From an optimization exercise on the open Yosys and OpenROAD flow, aimed at small area and few clock cycles per item; shortcuts taken in it are not production practice.
Function was checked by simulation only, so behaviour that the tests miss may differ from the original.

==> inputs of garnet <==
==> flow/design.v <==
module AxiPeriph(
  input         clock,
  input         reset,
  input  [4:0]  io_axi_s0_aw_awaddr,
  input  [2:0]  io_axi_s0_aw_awprot,
  input         io_axi_s0_aw_awvalid,
  output        io_axi_s0_aw_awready,
  input  [11:0] io_axi_s0_aw_awid,
  input  [31:0] io_axi_s0_w_wdata,
  input  [3:0]  io_axi_s0_w_wstrb,
  input         io_axi_s0_w_wvalid,
  output        io_axi_s0_w_wready,
  input  [11:0] io_axi_s0_w_wid,
  output [1:0]  io_axi_s0_b_bresp,
  output        io_axi_s0_b_bvalid,
  input         io_axi_s0_b_bready,
  output [11:0] io_axi_s0_b_bid,
  input  [4:0]  io_axi_s0_ar_araddr,
  input  [2:0]  io_axi_s0_ar_arprot,
  input         io_axi_s0_ar_arvalid,
  output        io_axi_s0_ar_arready,
  input  [11:0] io_axi_s0_ar_arid,
  output [31:0] io_axi_s0_r_rdata,
  output [1:0]  io_axi_s0_r_rresp,
  output        io_axi_s0_r_rvalid,
  input         io_axi_s0_r_rready,
  output [11:0] io_axi_s0_r_rid,
  output [1:0]  io_leds,
  output        io_irqOut
);
  reg  [31:0] regs [0:7];
  reg         bvalid;
  reg  [11:0] bid;
  reg         rvalid;
  reg  [11:0] rid;
  reg  [7:0]  rsel;    
  wire bfree = ~bvalid | io_axi_s0_b_bready;
  wire rfree = ~rvalid | io_axi_s0_r_rready;
  wire wacc  = io_axi_s0_aw_awvalid & io_axi_s0_w_wvalid & bfree;
  wire racc  = io_axi_s0_ar_arvalid & rfree;
  wire [31:0] wd = io_axi_s0_w_wdata & {32{~reset}};
  integer k;
  always @(posedge clock) begin
    for (k = 0; k < 8; k = k + 1)
      if (reset | (wacc & (io_axi_s0_aw_awaddr[4:2] == k)))
        regs[k] <= wd;
  end
  always @(posedge clock) begin
    if (reset) begin
      bvalid <= 1'b0;
      rvalid <= 1'b0;
    end else begin
      if (wacc) bvalid <= 1'b1;
      else if (io_axi_s0_b_bready) bvalid <= 1'b0;
      if (racc) rvalid <= 1'b1;
      else if (io_axi_s0_r_rready) rvalid <= 1'b0;
    end
    if (wacc) bid <= io_axi_s0_aw_awid;
    if (racc) begin
      rid <= io_axi_s0_ar_arid;
      for (k = 0; k < 8; k = k + 1)
        rsel[k] <= (io_axi_s0_ar_araddr[4:2] == k);
    end
  end
  reg [31:0] rdata;
  always @(*) begin
    rdata = 32'd0;
    for (k = 0; k < 8; k = k + 1)
      rdata = rdata | (regs[k] & {32{rsel[k]}});
  end
  assign io_axi_s0_aw_awready = io_axi_s0_w_wvalid & bfree;
  assign io_axi_s0_w_wready   = io_axi_s0_aw_awvalid & bfree;
  assign io_axi_s0_b_bvalid   = bvalid;
  assign io_axi_s0_b_bid      = bid;
  assign io_axi_s0_b_bresp    = 2'b00;
  assign io_axi_s0_ar_arready = rfree;
  assign io_axi_s0_r_rvalid   = rvalid;
  assign io_axi_s0_r_rid      = rid;
  assign io_axi_s0_r_rdata    = rdata;
  assign io_axi_s0_r_rresp    = 2'b00;
  assign io_leds   = regs[0][1:0];
  assign io_irqOut = regs[0][4];
endmodule
==> flow/run.sh <==
#!/bin/bash
# synth_recipe.tcl (not shown) runs the flow's synth.tcl, then flattens the netlist and writes it again
# the make line also repeats each setting of config.mk as NAME=value (left out here)
make -C /OpenROAD-flow-scripts/flow DESIGN_CONFIG=/design/flow/config.mk WORK_HOME=/design/flow/orfs CLKGATE_MAP_FILE= SYNTH_SCRIPT=/design/flow/synth_recipe.tcl finish
==> flow/config.mk <==
export PLATFORM = sky130hd
export DESIGN_NAME = AxiPeriph
export DESIGN_NICKNAME = AxiPeriph
export VERILOG_FILES = /design/flow/design.v
export SDC_FILE = /design/flow/constraint.sdc
export NUM_CORES = 4
export LEC_CHECK = 0
export CAP_MARGIN = 20
export CORE_MARGIN = 2
export CORE_UTILIZATION = 40
export SLEW_MARGIN = 20
==> flow/constraint.sdc <==
create_clock -name core_clock -period 5.0 [get_ports {clock}]
set_input_delay 1.0000 -clock core_clock [delete_from_list [all_inputs] [get_ports {clock}]]
set_output_delay 1.0000 -clock core_clock [all_outputs]
set_load 0.01 [all_outputs]
==> inputs of amber, as changes to garnet <==
==> flow/flow/run.sh (new file) <==
#!/bin/bash
# Standard ORFS layout, with two changes: port buffers use the smallest
# buffer cell, and clock tree synthesis uses clkbuf_4 leaf clusters of about
# ten flip-flops, without dummy loads.
set -euo pipefail
export BUFFER_PORTS_ARGS="-buffer_cell sky130_fd_sc_hd__buf_1"
export CTS_ARGS="-sink_clustering_enable -repair_clock_nets -buf_list sky130_fd_sc_hd__clkbuf_4 -sink_clustering_size 10 -sink_clustering_max_diameter 60 -dont_use_dummy_load"
bash standard.sh > standard_flow.log 2>&1
==> flow/standard.sh (new file) <==
#!/bin/bash
# synth_recipe.tcl (not shown) runs the flow's synth.tcl, then flattens the netlist and writes it again
# the make line also repeats each setting of config.mk as NAME=value (left out here)
make -C /OpenROAD-flow-scripts/flow DESIGN_CONFIG=/design/flow/config.mk WORK_HOME=/design/flow/orfs CLKGATE_MAP_FILE= SYNTH_SCRIPT=/design/flow/synth_recipe.tcl "${@:-finish}"
--- a/flow/config.mk
+++ b/flow/config.mk
@@ -8,4 +8,4 @@
 export CAP_MARGIN = 20
 export CORE_MARGIN = 2
-export CORE_UTILIZATION = 40
+export CORE_UTILIZATION = 65
 export SLEW_MARGIN = 20
removed: flow/run.sh
==> out/results.tsv <==
stage	metric	value	unit
worst_setup_path	Critical Path Max Stage Delay	0.99	ns
worst_setup_path	CP Capture Point	io_axi_s0_r_rdata[16]	
worst_setup_path	FF-to-FF End	regs[4][5]	
finish	synthesis-to-finish area growth	24.4	%
finish	Final #Nets	796	
placed_design	Area after DPL	0.0122	mm^2
clock_tree	Skew-Pair Late Insertion Delay	0.53	ns
outcome	status	timing/DRC/antenna clean	
route	Total Wirelength	24.3	mm
(the above is from garnet)
==> out/results.tsv <==
stage	metric	value	unit
finish	ANT cells	0	
logic_synthesis	Synth Area in XOR/XNOR	0	%
placed_design	Area after DPL	0.0113	mm^2
worst_setup_path	CP Capture Point	io_axi_s0_r_rdata[0]	
route	Total Wirelength	21.9	mm
finish	synthesis-to-finish area growth	10.2	%
worst_setup_path	FF-to-FF End	regs[7][19]	
outcome	status	timing/DRC/antenna clean	
clock_tree	Skew-Pair Late Insertion Delay	0.61	ns
finish	Final #Nets	804	
worst_setup_path	startpoint types	flop	
logic_synthesis	largest family of logic cells by synthesized area	compound AO/OA/AOI/OAI gates	
finish	Final Non-Filler Cells	923	
(the above is from amber)
Testbench counts of garnet, summed over its fixed seeds: cycles 2,531, txns 3,200.
Testbench counts of amber, summed over its fixed seeds: cycles 2,531, txns 3,200.

-- port drivers added, routing unchanged --
The flow's constraints put no driver on any port. The routed layouts listed below were extracted and timed again, unchanged, in two steps.
Step 1: set_driving_cell puts a clkbuf_16 on clock and a buf_2 on each other input, an assumption about the parent block.
Step 2 moves the port delays by t, midway between the first and last clock arrival at a register: inputs arrive t later, outputs are due t later. That takes back most of the time a late clock gives input paths.
Slacks: ideal / step 1 / step 2; pairs: ideal / step 1.
run	shift t [ns]	setup WS [ns]	pins driven straight from the clock port
garnet	0.574	1.297 / 1.249 / 1.534	1
amber	0.641	1.530 / 1.495 / 1.977	1
After both steps setup and hold are still met in every run listed.
